What follows belongs to an exercise in optimizing a design on an open flow for small area, a short achievable clock period and few clock cycles; a production flow would make more cautious choices. At most, simulation tests tie the RTL to the original design; equivalence was not proved. No activity file was given, so power comes from the tool's default toggle rates.

==> flow/design.v (excerpt) <==
module mips_core(
    input wire clk,
    input wire rst,
    output wire[31:0] imem_addr,
    input wire[31:0] imem_rdata,
    output wire[31:0] dmem_addr,
    input wire[31:0] dmem_rdata,
    output wire[31:0] dmem_wdata,
    output wire[3:0] dmem_we
    );
reg [11:0] pc;               
reg        e_we;             
reg [4:0]  e_rd;
reg        e_movz;
reg        e_add, e_clz, e_load;
reg [3:0]  e_lut;            
reg        e_srl, e_sll, e_sra;
reg        e_lw, e_lb;
reg        e_store, e_sb;
reg        e_beq, e_bne, e_bgtz, e_jimm, e_jr, e_jal;
reg [11:0] la;               
reg [11:0] e_imm;            
reg [31:0] a;                
reg [31:0] b;                
reg [31:0] s;                
reg [3:0]  st_we;
reg [31:2] st_addr;
reg [31:0] st_data;
wire [31:0] rf [0:31];
assign rf[0] = 32'b0;
integer i;
wire [31:0] sum = a + b;
function [31:0] rev32(input [31:0] x);
    integer k;
    for (k = 0; k < 32; k = k + 1) rev32[k] = x[31-k];
endfunction
wire [4:0]  shamt = e_imm[10:6];
wire        sh_f = e_sra & b[31];
wire [31:0] sh0 = e_sll ? rev32(b) : b;
wire [31:0] sh1 = shamt[0] ? {{1{sh_f}},  sh0[31:1]}  : sh0;
wire [31:0] sh2 = shamt[1] ? {{2{sh_f}},  sh1[31:2]}  : sh1;
wire [31:0] sh3 = shamt[2] ? {{4{sh_f}},  sh2[31:4]}  : sh2;
wire [31:0] sh4 = shamt[3] ? {{8{sh_f}},  sh3[31:8]}  : sh3;
wire [31:0] sh_r = shamt[4] ? {{16{sh_f}}, sh4[31:16]} : sh4;
wire [15:0] z1; wire [15:0] c1;
wire [7:0]  z2; wire [15:0] c2;
wire [3:0]  z3; wire [11:0] c3;
wire [1:0]  z4; wire [7:0]  c4;
wire        z5; wire [4:0]  c5;
genvar g;
generate
    for (g = 0; g < 16; g = g + 1) begin : clz1
        assign z1[g] = ~a[2*g+1] & ~a[2*g];
        assign c1[g] = ~a[2*g+1];
    end
    for (g = 0; g < 8; g = g + 1) begin : clz2
        assign z2[g] = z1[2*g+1] & z1[2*g];
        assign c2[2*g+1:2*g] = z1[2*g+1] ? {1'b1, c1[2*g]} : {1'b0, c1[2*g+1]};
    end
    for (g = 0; g < 4; g = g + 1) begin : clz3
        assign z3[g] = z2[2*g+1] & z2[2*g];
        assign c3[3*g+2:3*g] = z2[2*g+1] ? {1'b1, c2[4*g+1:4*g]} : {1'b0, c2[4*g+3:4*g+2]};
    end
    for (g = 0; g < 2; g = g + 1) begin : clz4
        assign z4[g] = z3[2*g+1] & z3[2*g];
  ...
Size in the first run: roughly 1200 flip-flops, roughly 170 I/O pins.
clock: 9.5 ns
lec_check: 0
abc_clock_period_in_ps: 4000
cap_margin: 20
core_margin: 2
core_utilization: 35
place_density: 0.5
setup_slack_margin: 5
slew_margin: 20
tns_end_percent: 25
run.sh (not shown) runs the stock make flow with config.mk's settings and CLKGATE_MAP_FILE= SYNTH_SCRIPT=/design/flow/synth_recipe.tcl, a recipe that flattens the netlist after the stock synthesis.
Testbench counts at the start, summed over its fixed seeds: cycles 68,489.
Edit:
--- a/flow/design.v
+++ b/flow/design.v
@@ -15,14 +15,13 @@
 reg        e_movz;
 reg        e_add, e_clz, e_load;
 reg [3:0]  e_lut;            
 reg        e_srl, e_sll, e_sra;
 reg        e_lw, e_lb;
 reg        e_store, e_sb;
-reg        e_beq, e_bne, e_bgtz, e_jimm, e_jr, e_jal;
-reg [11:0] la;               
+reg        e_beq, e_bne, e_bgtz, e_jimm, e_jr;
 reg [11:0] e_imm;            
 reg [31:0] a;                
 reg [31:0] b;                
 reg [31:0] s;                
 reg [3:0]  st_we;
 reg [31:2] st_addr;
@@ -78,30 +77,35 @@
       ({32{e_add}}   & sum)
     | lg
     | ({32{e_srl | e_sra}} & sh_r)
     | ({32{e_sll}}   & rev32(sh_r))
     | ({32{e_clz}}   & {26'b0, clz});
 reg [7:0] ld_byte;
-wire st_hit = (la[11:2] == st_addr[11:2]);
+wire [11:0] hk = {st_addr[11:2], 2'b00};
+wire [11:0] hx = a[11:0] ^ b[11:0];
+wire [11:0] hc = (a[11:0] & b[11:0]) | (hx & ~hk);    
+wire        hc1 = (a[1] & b[1]) | (hx[1] & a[0] & b[0]);
+wire [11:2] hm = hx[11:2] ^ hk[11:2] ^ {hc[10:2], hc1};
+wire st_hit = ~(|hm);
 wire [3:0] fwd = st_we & {4{st_hit}};
 wire [31:0] mem_word = {fwd[3] ? st_data[31:24] : dmem_rdata[31:24],
                         fwd[2] ? st_data[23:16] : dmem_rdata[23:16],
                         fwd[1] ? st_data[15:8]  : dmem_rdata[15:8],
                         fwd[0] ? st_data[7:0]   : dmem_rdata[7:0]};
 always @(*) begin
-    case (la[1:0])
+    case (sum[1:0])
         2'd0: ld_byte = mem_word[7:0];
         2'd1: ld_byte = mem_word[15:8];
         2'd2: ld_byte = mem_word[23:16];
         default: ld_byte = mem_word[31:24];
     endcase
 end
 wire [31:0] ld = e_lw ? mem_word : {{24{e_lb & ld_byte[7]}}, ld_byte};
 wire [31:0] wb = e_load ? ld : alu;
 wire wen = e_we & ~(e_movz & (|b));
-assign dmem_addr = {st_addr[31:12], e_load ? la : {st_addr[11:2], 2'b00}};
+assign dmem_addr = {st_addr[31:12], e_load ? sum[11:0] : {st_addr[11:2], 2'b00}};
 assign dmem_wdata = st_data;
 assign dmem_we = e_load ? 4'b0000 : st_we;
 wire [3:0] st_we_next = ~e_store ? 4'b0000 :
                         ~e_sb ? 4'b1111 : (4'b0001 << sum[1:0]);
 wire eq = (a == b);
 wire taken = (e_beq & eq) | (e_bne & ~eq) | (e_bgtz & ~a[31] & (|a))
@@ -173,22 +177,19 @@
         rf_rs = rf_rs | ({32{sel_rs[i]}} & rf[i]);
         rf_rt = rf_rt | ({32{sel_rt[i]}} & rf[i]);
     end
 end
 wire [31:0] rsv = (wen && e_rd == rs) ? wb : rf_rs;
 wire [31:0] rtv = (wen && e_rd == rt) ? wb : rf_rt;
-wire [11:0] d_base = (e_jal && rs == 5'd31) ? b[11:0] : rf_rs[11:0];
-wire d_hold = d_load & wen & (e_rd == rs) & ~e_jal;
 always @(posedge clk) if (e_store) begin
     st_addr <= sum[31:2];
     st_data <= e_sb ? {4{s[7:0]}} : s;
 end
 always @(posedge clk) begin
     a <= rsv;
     b <= d_useimm ? d_imm : rtv;
-    la <= d_base + d_imm[11:0];
     s <= rtv;
     e_rd <= d_dst;
     e_imm <= ins[11:0];
     e_lw <= d_lw;
     e_lb <= d_lb;
     e_sb <= d_sb;
@@ -209,20 +210,13 @@
         pc <= 12'd0;
         st_we <= 4'b0000;
         e_we <= 1'b0;
         e_movz <= 1'b0;
         {e_add, e_clz, e_load} <= 3'b0;
         e_lut <= 4'b0000;
-        {e_store, e_beq, e_bne, e_bgtz, e_jimm, e_jr, e_jal} <= 7'b0;
-    end else if (d_hold) begin
-        if (e_store | ~e_load) st_we <= st_we_next;
-        e_we <= 1'b0;
-        e_movz <= 1'b0;
-        {e_add, e_clz, e_load} <= 3'b0;
-        e_lut <= 4'b0000;
-        {e_store, e_beq, e_bne, e_bgtz, e_jimm, e_jr, e_jal} <= 7'b0;
+        {e_store, e_beq, e_bne, e_bgtz, e_jimm, e_jr} <= 6'b0;
     end else begin
         pc <= pc_next;
         if (e_store | ~e_load) st_we <= st_we_next;
         e_we <= d_we;
         e_movz <= d_movz;
         e_add <= d_addu | d_addiu;
@@ -232,10 +226,9 @@
         e_store <= d_store;
         e_beq <= d_beq;
         e_bne <= d_bne;
         e_bgtz <= d_bgtz;
         e_jimm <= d_j | d_jal;
         e_jr <= d_jr;
-        e_jal <= d_jal;
     end
 end
 endmodule
Result: The new run finished with timing, DRC and antenna clean; worst hold slack is worse by 0.0072 ns; combinational power goes down by a few percent; routed wire length goes down by a little under a tenth; design area goes down by a few percent; worst setup slack is worse by 0.15 ns; count of clock-buffer cells in the layout goes down by 4; non-clock buffer count goes down by 66.
Testbench counts after the change, summed over its fixed seeds: cycles 68,379.

---

## north
The RTL this note starts from:
==> flow/design.v <==
`timescale 1ns / 1ps
module mips_core(
    input wire clk,
    input wire rst,
    output wire[31:0] imem_addr,
    input wire[31:0] imem_rdata,
    output wire[31:0] dmem_addr,
    input wire[31:0] dmem_rdata,
    output wire[31:0] dmem_wdata,
    output wire[3:0] dmem_we
    );
reg [11:0] pc;               
reg        e_we;             
reg [4:0]  e_rd;
reg        e_movz;
reg        e_add, e_and, e_or, e_xor, e_nor, e_passb, e_sh, e_clz;
reg        e_passa, e_link, e_load;
reg        e_sll, e_sra;
reg        e_lw, e_lb;
reg        e_store, e_sb;
reg        e_beq, e_bne, e_bgtz, e_jimm, e_jr;
reg [11:0] e_imm;            
reg [31:0] a;                
reg [31:0] b;                
reg [31:0] s;                
reg [3:0]  st_we;
reg [31:2] st_addr;
reg [31:0] st_data;
wire [31:0] rf [0:31];
assign rf[0] = 32'b0;
wire [31:0] sum = a + b;
function [31:0] rev32(input [31:0] x);
    integer k;
    for (k = 0; k < 32; k = k + 1) rev32[k] = x[31-k];
endfunction
wire [4:0]  shamt = e_imm[10:6];
wire [31:0] sh_in = e_sll ? rev32(b) : b;
wire [63:0] sh_ext = {{32{e_sra & b[31]}}, sh_in} >> shamt;
wire [31:0] sh_r = sh_ext[31:0];
wire [31:0] sh_out = e_sll ? rev32(sh_r) : sh_r;
wire [15:0] z1; wire [15:0] c1;
wire [7:0]  z2; wire [15:0] c2;
wire [3:0]  z3; wire [11:0] c3;
wire [1:0]  z4; wire [7:0]  c4;
wire        z5; wire [4:0]  c5;
genvar g;
generate
    for (g = 0; g < 16; g = g + 1) begin : clz1
        assign z1[g] = ~a[2*g+1] & ~a[2*g];
        assign c1[g] = ~a[2*g+1];
    end
    for (g = 0; g < 8; g = g + 1) begin : clz2
        assign z2[g] = z1[2*g+1] & z1[2*g];
        assign c2[2*g+1:2*g] = z1[2*g+1] ? {1'b1, c1[2*g]} : {1'b0, c1[2*g+1]};
    end
    for (g = 0; g < 4; g = g + 1) begin : clz3
        assign z3[g] = z2[2*g+1] & z2[2*g];
        assign c3[3*g+2:3*g] = z2[2*g+1] ? {1'b1, c2[4*g+1:4*g]} : {1'b0, c2[4*g+3:4*g+2]};
    end
    for (g = 0; g < 2; g = g + 1) begin : clz4
        assign z4[g] = z3[2*g+1] & z3[2*g];
        assign c4[4*g+3:4*g] = z3[2*g+1] ? {1'b1, c3[6*g+2:6*g]} : {1'b0, c3[6*g+5:6*g+3]};
    end
endgenerate
assign z5 = z4[1] & z4[0];
assign c5 = z4[1] ? {1'b1, c4[3:0]} : {1'b0, c4[7:4]};
wire [5:0] clz = z5 ? 6'd32 : {1'b0, c5};
wire [12:0] pc_inc = {1'b0, pc} + 13'd1;
wire [31:0] alu =
      ({32{e_add}}   & sum)
    | ({32{e_and}}   & (a & b))
    | ({32{e_or}}    & (a | b))
    | ({32{e_xor}}   & (a ^ b))
    | ({32{e_nor}}   & ~(a | b))
    | ({32{e_passb}} & b)
    | ({32{e_passa}} & a)
    | ({32{e_sh}}    & sh_out)
    | ({32{e_clz}}   & {26'b0, clz})
    | ({32{e_link}}  & {17'b0, pc_inc, 2'b00});
reg [7:0] ld_byte;
always @(*) begin
    case (sum[1:0])
        2'd0: ld_byte = dmem_rdata[7:0];
        2'd1: ld_byte = dmem_rdata[15:8];
        2'd2: ld_byte = dmem_rdata[23:16];
        default: ld_byte = dmem_rdata[31:24];
    endcase
end
wire [31:0] ld = e_lw ? dmem_rdata : {{24{e_lb & ld_byte[7]}}, ld_byte};
wire [31:0] wb = e_load ? ld : alu;
wire hold = e_load & (|st_we);
wire wen = e_we & ~hold & ~(e_movz & (|b));
assign dmem_addr = {st_addr[31:12], (|st_we) ? {st_addr[11:2], 2'b00} : sum[11:0]};
assign dmem_wdata = st_data;
assign dmem_we = st_we;
wire [3:0] st_we_next = ~e_store ? 4'b0000 :
                        ~e_sb ? 4'b1111 : (4'b0001 << sum[1:0]);
wire eq = (a == b);
wire taken = (e_beq & eq) | (e_bne & ~eq) | (e_bgtz & ~a[31] & (|a))
           | e_jimm | e_jr;
wire [11:0] target = e_jimm ? e_imm : e_jr ? a[13:2] : (pc + e_imm);
wire [11:0] pc_next = hold ? pc : taken ? target : pc_inc[11:0];
assign imem_addr = {18'b0, pc, 2'b00};
wire [31:0] ins = imem_rdata;
wire [5:0]  op = ins[31:26];
wire [5:0]  fn = ins[5:0];
wire [4:0]  rs = ins[25:21];
wire [4:0]  rt = ins[20:16];
wire [4:0]  rd = ins[15:11];
wire isr     = (op == 6'h00);
wire d_addu  = isr & (fn == 6'h21);
wire d_and   = isr & (fn == 6'h24);
wire d_or    = isr & (fn == 6'h25);
wire d_xor   = isr & (fn == 6'h26);
wire d_nor   = isr & (fn == 6'h27);
wire d_sll   = isr & (fn == 6'h00);
wire d_srl   = isr & (fn == 6'h02);
wire d_sra   = isr & (fn == 6'h03);
wire d_jr    = isr & (fn == 6'h08);
wire d_movz  = isr & (fn == 6'h0A);
wire d_clz   = (op == 6'h1C) & (fn == 6'h20);
wire d_addiu = (op == 6'h09);
wire d_andi  = (op == 6'h0C);
wire d_ori   = (op == 6'h0D);
wire d_xori  = (op == 6'h0E);
wire d_lui   = (op == 6'h0F);
wire d_lw    = (op == 6'h23);
wire d_lb    = (op == 6'h20);
wire d_lbu   = (op == 6'h24);
wire d_sw    = (op == 6'h2B);
wire d_sb    = (op == 6'h28);
wire d_beq   = (op == 6'h04);
wire d_bne   = (op == 6'h05);
wire d_bgtz  = (op == 6'h07);
wire d_j     = (op == 6'h02);
wire d_jal   = (op == 6'h03);
wire d_shift = d_sll | d_srl | d_sra;
wire d_load  = d_lw | d_lb | d_lbu;
wire d_store = d_sw | d_sb;
wire d_wr_rd = d_addu | d_and | d_or | d_xor | d_nor | d_shift | d_movz | d_clz;
wire d_wr_rt = d_addiu | d_andi | d_ori | d_xori | d_lui | d_load;
wire [4:0] d_dst = d_jal ? 5'd31 : d_wr_rd ? rd : rt;
wire d_we = (d_wr_rd | d_wr_rt | d_jal) & (d_dst != 5'd0);
wire d_sext = d_addiu | d_load | d_store;
wire d_zext = d_andi | d_ori | d_xori;
wire [31:0] d_imm = d_lui  ? {ins[15:0], 16'b0} :
                    d_zext ? {16'b0, ins[15:0]} :
                             {{16{ins[15]}}, ins[15:0]};
wire d_useimm = d_sext | d_zext | d_lui;
wire [31:0] sel_rs = 32'd1 << rs;
wire [31:0] sel_rt = 32'd1 << rt;
reg  [31:0] rf_rs, rf_rt;
integer i;
always @(*) begin
    rf_rs = 32'b0;
    rf_rt = 32'b0;
    for (i = 1; i < 32; i = i + 1) begin
        rf_rs = rf_rs | ({32{sel_rs[i]}} & rf[i]);
        rf_rt = rf_rt | ({32{sel_rt[i]}} & rf[i]);
    end
end
wire [31:0] rsv = (wen && e_rd == rs) ? wb : rf_rs;
wire [31:0] rtv = (wen && e_rd == rt) ? wb : rf_rt;
always @(posedge clk) begin
    st_addr <= sum[31:2];
    st_data <= e_sb ? {4{s[7:0]}} : s;
end
always @(posedge clk) if (~hold) begin
    a <= rsv;
    b <= d_useimm ? d_imm : rtv;
    s <= rtv;
    e_rd <= d_dst;
    e_imm <= ins[11:0];
    e_lw <= d_lw;
    e_lb <= d_lb;
    e_sb <= d_sb;
    e_sll <= d_sll;
    e_sra <= d_sra;
end
generate
    for (g = 1; g < 32; g = g + 1) begin : gpr
        reg [31:0] q;
        always @(posedge clk)
            if (wen && e_rd == g) q <= wb;
        assign rf[g] = q;
    end
endgenerate
always @(posedge clk or posedge rst) begin
    if (rst) begin
        pc <= 12'd0;
        st_we <= 4'b0000;
        e_we <= 1'b0;
        e_movz <= 1'b0;
        {e_add, e_and, e_or, e_xor, e_nor, e_passb, e_sh, e_clz} <= 8'b0;
        {e_passa, e_link, e_load} <= 3'b0;
        {e_store, e_beq, e_bne, e_bgtz, e_jimm, e_jr} <= 6'b0;
    end else if (hold) begin
        pc <= pc;
        st_we <= 4'b0000;
    end else begin
        pc <= pc_next;
        st_we <= st_we_next;
        e_we <= d_we;
        e_movz <= d_movz;
        e_add <= d_addu | d_addiu;
        e_and <= d_and | d_andi;
        e_or <= d_or | d_ori;
        e_xor <= d_xor | d_xori;
        e_nor <= d_nor;
        e_passb <= d_lui;
        e_sh <= d_shift;
        e_clz <= d_clz;
        e_passa <= d_movz;
        e_link <= d_jal;
        e_load <= d_load;
        e_store <= d_store;
        e_beq <= d_beq;
        e_bne <= d_bne;
        e_bgtz <= d_bgtz;
        e_jimm <= d_j | d_jal;
        e_jr <= d_jr;
    end
end
endmodule
clock: 9.5 ns
lec_check: 0
cap_margin: 20
core_margin: 2
core_utilization: 40
slew_margin: 20
[inputs] south vs north
diff --git a/flow/design.v b/flow/design.v
--- a/flow/design.v
+++ b/flow/design.v
@@ -20,17 +20,13 @@
 reg        e_store, e_sb;
 reg        e_beq, e_bne, e_bgtz, e_jimm, e_jr;
 reg [11:0] e_imm;            
 reg [31:0] a;                
 reg [31:0] b;                
 reg [31:0] s;                
-reg [3:0]  st_we;
-reg [31:2] st_addr;
-reg [31:0] st_data;
-wire [31:0] rf [0:31];
-assign rf[0] = 32'b0;
+reg [31:0] rf [1:31];
 wire [31:0] sum = a + b;
 function [31:0] rev32(input [31:0] x);
     integer k;
     for (k = 0; k < 32; k = k + 1) rev32[k] = x[31-k];
 endfunction
 wire [4:0]  shamt = e_imm[10:6];
@@ -85,24 +81,22 @@
         2'd2: ld_byte = dmem_rdata[23:16];
         default: ld_byte = dmem_rdata[31:24];
     endcase
 end
 wire [31:0] ld = e_lw ? dmem_rdata : {{24{e_lb & ld_byte[7]}}, ld_byte};
 wire [31:0] wb = e_load ? ld : alu;
-wire hold = e_load & (|st_we);
-wire wen = e_we & ~hold & ~(e_movz & (|b));
-assign dmem_addr = {st_addr[31:12], (|st_we) ? {st_addr[11:2], 2'b00} : sum[11:0]};
-assign dmem_wdata = st_data;
-assign dmem_we = st_we;
-wire [3:0] st_we_next = ~e_store ? 4'b0000 :
-                        ~e_sb ? 4'b1111 : (4'b0001 << sum[1:0]);
+wire        wen = e_we & ~(e_movz & (|b));
+assign dmem_addr = sum;
+assign dmem_wdata = e_sb ? {4{s[7:0]}} : s;
+assign dmem_we = ~e_store ? 4'b0000 :
+                 ~e_sb ? 4'b1111 : (4'b0001 << sum[1:0]);
 wire eq = (a == b);
 wire taken = (e_beq & eq) | (e_bne & ~eq) | (e_bgtz & ~a[31] & (|a))
            | e_jimm | e_jr;
 wire [11:0] target = e_jimm ? e_imm : e_jr ? a[13:2] : (pc + e_imm);
-wire [11:0] pc_next = hold ? pc : taken ? target : pc_inc[11:0];
+wire [11:0] pc_next = taken ? target : pc_inc[11:0];
 assign imem_addr = {18'b0, pc, 2'b00};
 wire [31:0] ins = imem_rdata;
 wire [5:0]  op = ins[31:26];
 wire [5:0]  fn = ins[5:0];
 wire [4:0]  rs = ins[25:21];
 wire [4:0]  rt = ins[20:16];
@@ -144,65 +138,39 @@
 wire d_sext = d_addiu | d_load | d_store;
 wire d_zext = d_andi | d_ori | d_xori;
 wire [31:0] d_imm = d_lui  ? {ins[15:0], 16'b0} :
                     d_zext ? {16'b0, ins[15:0]} :
                              {{16{ins[15]}}, ins[15:0]};
 wire d_useimm = d_sext | d_zext | d_lui;
-wire [31:0] sel_rs = 32'd1 << rs;
-wire [31:0] sel_rt = 32'd1 << rt;
-reg  [31:0] rf_rs, rf_rt;
-integer i;
-always @(*) begin
-    rf_rs = 32'b0;
-    rf_rt = 32'b0;
-    for (i = 1; i < 32; i = i + 1) begin
-        rf_rs = rf_rs | ({32{sel_rs[i]}} & rf[i]);
-        rf_rt = rf_rt | ({32{sel_rt[i]}} & rf[i]);
-    end
-end
+wire [31:0] rf_rs = (rs == 5'd0) ? 32'b0 : rf[rs];
+wire [31:0] rf_rt = (rt == 5'd0) ? 32'b0 : rf[rt];
 wire [31:0] rsv = (wen && e_rd == rs) ? wb : rf_rs;
 wire [31:0] rtv = (wen && e_rd == rt) ? wb : rf_rt;
 always @(posedge clk) begin
-    st_addr <= sum[31:2];
-    st_data <= e_sb ? {4{s[7:0]}} : s;
-end
-always @(posedge clk) if (~hold) begin
     a <= rsv;
     b <= d_useimm ? d_imm : rtv;
     s <= rtv;
     e_rd <= d_dst;
     e_imm <= ins[11:0];
     e_lw <= d_lw;
     e_lb <= d_lb;
     e_sb <= d_sb;
     e_sll <= d_sll;
     e_sra <= d_sra;
+    if (wen) rf[e_rd] <= wb;
 end
-generate
-    for (g = 1; g < 32; g = g + 1) begin : gpr
-        reg [31:0] q;
-        always @(posedge clk)
-            if (wen && e_rd == g) q <= wb;
-        assign rf[g] = q;
-    end
-endgenerate
 always @(posedge clk or posedge rst) begin
     if (rst) begin
         pc <= 12'd0;
-        st_we <= 4'b0000;
         e_we <= 1'b0;
         e_movz <= 1'b0;
         {e_add, e_and, e_or, e_xor, e_nor, e_passb, e_sh, e_clz} <= 8'b0;
         {e_passa, e_link, e_load} <= 3'b0;
         {e_store, e_beq, e_bne, e_bgtz, e_jimm, e_jr} <= 6'b0;
-    end else if (hold) begin
-        pc <= pc;
-        st_we <= 4'b0000;
     end else begin
         pc <= pc_next;
-        st_we <= st_we_next;
         e_we <= d_we;
         e_movz <= d_movz;
         e_add <= d_addu | d_addiu;
         e_and <= d_and | d_andi;
         e_or <= d_or | d_ori;
         e_xor <= d_xor | d_xori;
--- outcome ---
Diff north -> south: global routing usage on met2 now smaller; height of the die up 9.3 um; cell count after synthesis now sits lower; wire length reported by the detailed router -20%; final critical-path share of the clock period roughly the same.
The adder-cell share of the synthesized area was comparable across south and north.
south completed every stage of the flow, and the final layout passed the timing, design-rule and antenna checks.
north has completed all stages; timing, DRC and antenna checks passed.
Testbench counts of south, summed over its fixed seeds: cycles 68,347.
The RTL of north was laid out without a check of its function.

-- what the ideal ports hide --
No port has a modelled driver above. Below, the same layouts with a new extraction and two added sets of constraints. Step 1: set_driving_cell puts a clkbuf_16 on clk and a buf_2 on each other input, an assumption about the parent block. Step 2 moves the port delays by t, midway between the first and last clock arrival at a register: inputs arrive t later, outputs are due t later. That takes back most of the time a late clock gives input paths. Three values: ideal, step 1, step 2; two values: the first two.
run | shift t [ns] | setup WS [ns] | cell pins on the clock port's net
the first run of note 1 | 0.878 | 4.628 / 4.543 / 3.665 | 1
the second run of note 1 | 0.874 | 4.474 / 4.391 / 3.951 | 1
north | 0.837 | 2.851 / 2.776 / 3.051 | 1
south | 0.806 | 2.844 / 2.769 / 3.575 | 1
After both steps every run listed still meets setup and hold. The setup slack of the first run of note 1, which loses most, moves by -0.085 ns with the drivers and by -0.963 ns with both steps.
